This design comes from an exercise in tuning for small area and a short achievable clock period on the open sky130 flow, not from production work. Function was checked by simulation only, so behaviour that the tests miss may differ from the original. Power and IR drop assume default switching activity.

==> inputs of violet <==
// multiplier_pipelined
module multiplier_pipelined(
    input logic clk,
    input logic[31:0] a,
    input logic[31:0] b,
    output logic[63:0] r
);
export LEC_CHECK = 0
export CAP_MARGIN = 20
export CORE_MARGIN = 2
export CORE_UTILIZATION = 40
export SETUP_SLACK_MARGIN = 4.5
export SLEW_MARGIN = 20
export SYNTH_HIERARCHICAL = 1
export SYNTH_MINIMUM_KEEP_SIZE = 0
create_clock -name core_clock -period 9.0 [get_ports {clk}]
standard.sh (not shown) runs the stock make flow with config.mk's settings and CLKGATE_MAP_FILE= SYNTH_SCRIPT=/design/flow/synth_recipe.tcl, a recipe that flattens the netlist after the stock synthesis.
==> flow/flow/run.sh <==
#!/bin/bash
# Standard ORFS layout (the standard.sh, unchanged synthesis), with the port
# buffers that global placement inserts made plain buffers instead of the
# default delay-cell choice. Each tool's output goes to a log file here.
set -euo pipefail
export BUFFER_PORTS_ARGS="-buffer_cell sky130_fd_sc_hd__buf_4"
bash standard.sh > standard_flow.log 2>&1
==> inputs of quartz, as changes to violet <==
==> flow/flow/run.sh (replaced) <==
#!/bin/bash
# Standard ORFS layout (the standard.sh, unchanged synthesis), with the port
# buffers that global placement inserts made plain buffers instead of the
# default delay-cell choice. Each tool's output goes to a log file here.
set -euo pipefail
export BUFFER_PORTS_ARGS="-buffer_cell sky130_fd_sc_hd__buf_2"
bash standard.sh > standard_flow.log 2>&1
--- a/flow/config.mk
+++ b/flow/config.mk
@@ -8,7 +8,9 @@
 export CAP_MARGIN = 20
 export CORE_MARGIN = 2
 export CORE_UTILIZATION = 40
-export SETUP_SLACK_MARGIN = 4.5
+export CTS_CLUSTER_DIAMETER = 150
+export CTS_CLUSTER_SIZE = 30
+export SETUP_SLACK_MARGIN = 4.8
 export SLEW_MARGIN = 20
 export SYNTH_HIERARCHICAL = 1
 export SYNTH_MINIMUM_KEEP_SIZE = 0
==> inputs of amber, as changes to violet <==
--- a/flow/config.mk
+++ b/flow/config.mk
@@ -8,7 +8,7 @@
 export CAP_MARGIN = 20
 export CORE_MARGIN = 2
 export CORE_UTILIZATION = 40
-export SETUP_SLACK_MARGIN = 4.5
+export SETUP_SLACK_MARGIN = 4.2
 export SLEW_MARGIN = 20
 export SYNTH_HIERARCHICAL = 1
 export SYNTH_MINIMUM_KEEP_SIZE = 0
==> flow_metrics.tcl <==
set metrics [dict create \
    via_per_inst 6.74 \
    status "timing/DRC/antenna clean" \
    numCtsBuffers 25 \
    path_cells "nand2_1 > nor2_1 > nand2_1 > nor2_1 > nand2_1 > o21ai_1 > a21oi_2 > xnor2_1 > buf_4" \
    seq-power_mw 2.07 \
    cp_slowest_cell "o21ai_1" \
    dp_hpwl_microns 67200 \
    fin_crit_ps 4660 \
    worst_slew_margin_rel 0.270 \
    p_sw_frac 0.493 \
    clkCellAreaFrac 0.0292 \
]
-- figures above: amber

==> flow_metrics.tcl <==
set metrics [dict create \
    status "timing/DRC/antenna clean" \
    clkCellAreaFrac 0.0142 \
    p_sw_frac 0.501 \
    dp_hpwl_microns 67600 \
    seq-power_mw 2.16 \
    numCtsBuffers 12 \
    cts.path.max_buffers 3 \
    via_per_inst 6.80 \
    worst_slew_margin_rel 0.324 \
    cp_slowest_cell "dfxtp_2" \
    gr-total-overflow 0 \
    path_cells "nand2_2 > o21ai_2 > a21oi_2 > o21ai_1 > buf_4 > inv_1 > o21ai_4 > a21oi_2 > xnor2_1 > buf_2" \
]
-- figures above: quartz

==> flow_metrics.tcl <==
set metrics [dict create \
    status "timing/DRC/antenna clean" \
    path_cells "a22o_1 > a221oi_1 > xnor2_1 > fa_1 > fa_1 > fa_1 > fa_1 > fa_1 > ha_1" \
    numCtsBuffers 25 \
    yosysUniqueCellTypes 57 \
    cp_slowest_cell "dfxtp_2" \
    cts-root-buf "clkbuf_16" \
    worst_slew_margin_rel 0.303 \
    seq-power_mw 2.07 \
    drc 0 \
    dp_worst_setup_slack_ps 4500 \
    p_sw_frac 0.492 \
    clkCellAreaFrac 0.0290 \
    dp_hpwl_microns 67200 \
    via_per_inst 6.73 \
]
-- figures above: violet


---

==> job 8355: inputs <==
multiplier_pipelined again, from the RTL that the note above started with.
// multiplier_pipelined
module multiplier_pipelined(
    input logic clk,
    input logic[31:0] a,
    input logic[31:0] b,
    output logic[63:0] r
);
    logic ra1;
    logic ra2;
    logic ra3;
    logic ra4;
    logic ra5;
    logic ra6;
    logic ra7;
    logic ra8;
    logic ra9;
    logic ra10;
    logic ra11;
    logic ra12;
    logic ra13;
    logic ra14;
    logic ra15;
    logic ra16;
    logic ra17;
    logic ra18;
    logic ra19;
    logic ra20;
    logic ra21;
    logic ra22;
    logic ra23;
    logic ra24;
    logic ra25;
    logic ra26;
    logic ra27;
    logic ra28;
    logic ra29;
    logic ra30;
    logic ra31;
    logic ra32;
    logic rt34;
    logic rt35;
    logic rt36;
    logic rt37;
    logic rt38;
    logic rt39;
    logic rt40;
    logic rt41;
    logic rt42;
    logic rt43;
    logic rt44;
    logic rt45;
    logic rt46;
    logic rt47;
    logic rt48;
    logic rt49;
    logic rt50;
    logic rt51;
    logic rt52;
    logic rt53;
    logic rt54;
    logic rt55;
    logic rt56;
    logic rt57;
    logic rt58;
    logic rt59;
    logic rt60;
    logic rt61;
    logic rt62;
    logic rt63;
    logic rt64;
    logic rt65;
    logic rt66;
    logic rs1_67;
    logic rs2_68;
    logic rs3_69;
    logic rs4_70;
    logic rneg71;
    logic rs1_72;
    logic rs2_73;
    logic rs3_74;
    logic rs4_75;
    logic rneg76;
    logic rs1_77;
    logic rs2_78;
    logic rs3_79;
    logic rs4_80;
    logic rneg81;
    logic rs1_82;
    logic rs2_83;
    logic rs3_84;
    logic rs4_85;
    logic rneg86;
    logic rs1_87;
    logic rs2_88;
    logic rs3_89;
    logic rs4_90;
    logic rneg91;
    logic rs1_92;
    logic rs2_93;
    logic rs3_94;
    logic rs4_95;
    logic rneg96;
    logic rs1_97;
    logic rs2_98;
    logic rs3_99;
    logic rs4_100;
    logic rneg101;
    logic rs1_102;
    logic rs2_103;
    logic rs3_104;
    logic rs4_105;
    logic rneg106;
    logic rs1_107;
    logic rs2_108;
    logic rs3_109;
    logic rs4_110;
    logic rneg111;
    logic rs1_112;
    logic rs2_113;
    logic rs3_114;
    logic rs4_115;
  ...
Settings: LEC_CHECK=0, CAP_MARGIN=20, CORE_MARGIN=2, CORE_UTILIZATION=40, SETUP_SLACK_MARGIN=5.0, SLEW_MARGIN=20, SYNTH_HIERARCHICAL=1, SYNTH_MINIMUM_KEEP_SIZE=0; clock period 9.0 ns.
==> flow/flow/run.sh <==
#!/bin/bash
# Standard ORFS layout (the standard.sh, unchanged synthesis), with the port
# buffers that global placement inserts made plain buffers instead of the
# default delay-cell choice. Each tool's output goes to a log file here.
set -euo pipefail
export BUFFER_PORTS_ARGS="-buffer_cell sky130_fd_sc_hd__buf_4"
bash standard.sh > standard_flow.log 2>&1
==> job 724 (differences from job 8355) <==
==> flow/flow/run.sh (replaced) <==
#!/bin/bash
# Standard ORFS layout (the standard.sh, unchanged synthesis), with the port
# buffers that global placement inserts made plain buffers instead of the
# default delay-cell choice. Each tool's output goes to a log file here.
set -euo pipefail
export BUFFER_PORTS_ARGS="-buffer_cell sky130_fd_sc_hd__buf_2"
bash standard.sh > standard_flow.log 2>&1
--- a/flow/config.mk
+++ b/flow/config.mk
@@ -8,7 +8,7 @@
 export CAP_MARGIN = 20
 export CORE_MARGIN = 2
 export CORE_UTILIZATION = 40
-export SETUP_SLACK_MARGIN = 5.0
+export SETUP_SLACK_MARGIN = 4.8
 export SLEW_MARGIN = 20
 export SYNTH_HIERARCHICAL = 1
 export SYNTH_MINIMUM_KEEP_SIZE = 0
==> job 8833 (differences from job 8355) <==
--- a/flow/config.mk
+++ b/flow/config.mk
@@ -8,7 +8,7 @@
 export CAP_MARGIN = 20
 export CORE_MARGIN = 2
 export CORE_UTILIZATION = 40
-export SETUP_SLACK_MARGIN = 5.0
+export SETUP_SLACK_MARGIN = 4.8
 export SLEW_MARGIN = 20
 export SYNTH_HIERARCHICAL = 1
 export SYNTH_MINIMUM_KEEP_SIZE = 0
==> summary.txt <==
Crit Reg-Reg Startpoint: job 724 rt54; job 8355 ra24; job 8833 ra32
Power attributed to sequential cells: job 724 0.00218 W; job 8355 0.00223 W; job 8833 0.00215 W
Vias per inst: job 724 6.77; job 8355 6.77; job 8833 6.72
Total met3 wirelength after detailed routing: job 724 14200 um; job 8355 16400 um; job 8833 14500 um
Least-Margin Pin Slew: job 724 0.994 ns; job 8355 1.00 ns; job 8833 1.05 ns
Number of logic stages on the critical path including buffering: job 724 10; job 8355 10; job 8833 11
Normalized max-slew margin: job 724 0.337; job 8355 0.331; job 8833 0.299
Worst supply voltage drop on vdd: job 724 303 uV; job 8355 399 uV; job 8833 386 uV
Capture point of the critical path: job 724 r[60]; job 8355 r[50]; job 8833 r[48]
Post-DR wirelength/cell: job 724 29.3 um; job 8355 30.5 um; job 8833 29.0 um
Count of vias placed by the detailed router: job 724 24293; job 8355 25016; job 8833 24093
Status: job 724 timing/DRC/antenna clean; job 8355 timing/DRC/antenna clean; job 8833 timing/DRC/antenna clean
Pwr/cell area: job 724 435 nW/um^2; job 8355 435 nW/um^2; job 8833 442 nW/um^2
Register share of the cell area: job 724 0.158; job 8355 0.149; job 8833 0.157
Layout cells sized above 1: job 724 0.241; job 8355 0.312; job 8833 0.237
Number of design-rule violations left by the first detailed-router iteration: job 724 3340; job 8355 3773; job 8833 3002
Fraction of met2 tracks used by global routing: job 724 0.436; job 8355 0.434; job 8833 0.430
Critical path arrival: job 724 2.45 ns; job 8355 2.44 ns; job 8833 2.45 ns
Non-clock buffer total of the final layout: job 724 228; job 8355 338; job 8833 232
Reg2Reg Depth: job 724 9; job 8355 11; job 8833 9
Fin Clk Skew: job 724 0.0141 ns; job 8355 0.0139 ns; job 8833 0.0197 ns

[re-timing with driven ports]
Ports are ideal in the flow. The routed layouts listed here were re-timed in OpenROAD.
Step 1: set_driving_cell puts a clkbuf_16 on clk and a buf_2 on each other input, an assumption about the parent block.
Step 2 times the ports against the registers' clock, not the clock port: input delays grow and output delays shrink by t, the midpoint of the rising clock arrivals with the driver on.
Slacks: ideal / step 1 / step 2; pairs: ideal / step 1.
run | shift t [ns] | setup WS [ns] | clock arrival spread, ns
violet | 0.641 | 4.548 / 4.490 / 4.548 | 0.022 / 0.021
quartz | 0.597 | 4.825 / 4.761 / 4.649 | 0.026 / 0.026
amber | 0.640 | 4.339 / 4.275 / 4.464 | 0.022 / 0.022
job 8355 | 0.643 | 4.764 / 4.697 / 4.572 | 0.014 / 0.013
job 724 | 0.656 | 4.751 / 4.686 / 4.617 | 0.015 / 0.014
job 8833 | 0.641 | 4.751 / 4.683 / 4.607 | 0.021 / 0.021
After both steps every run listed still meets setup and hold. For job 8355, which loses most, drivers alone change the setup slack by -0.067 ns; drivers and shift together by -0.192 ns.
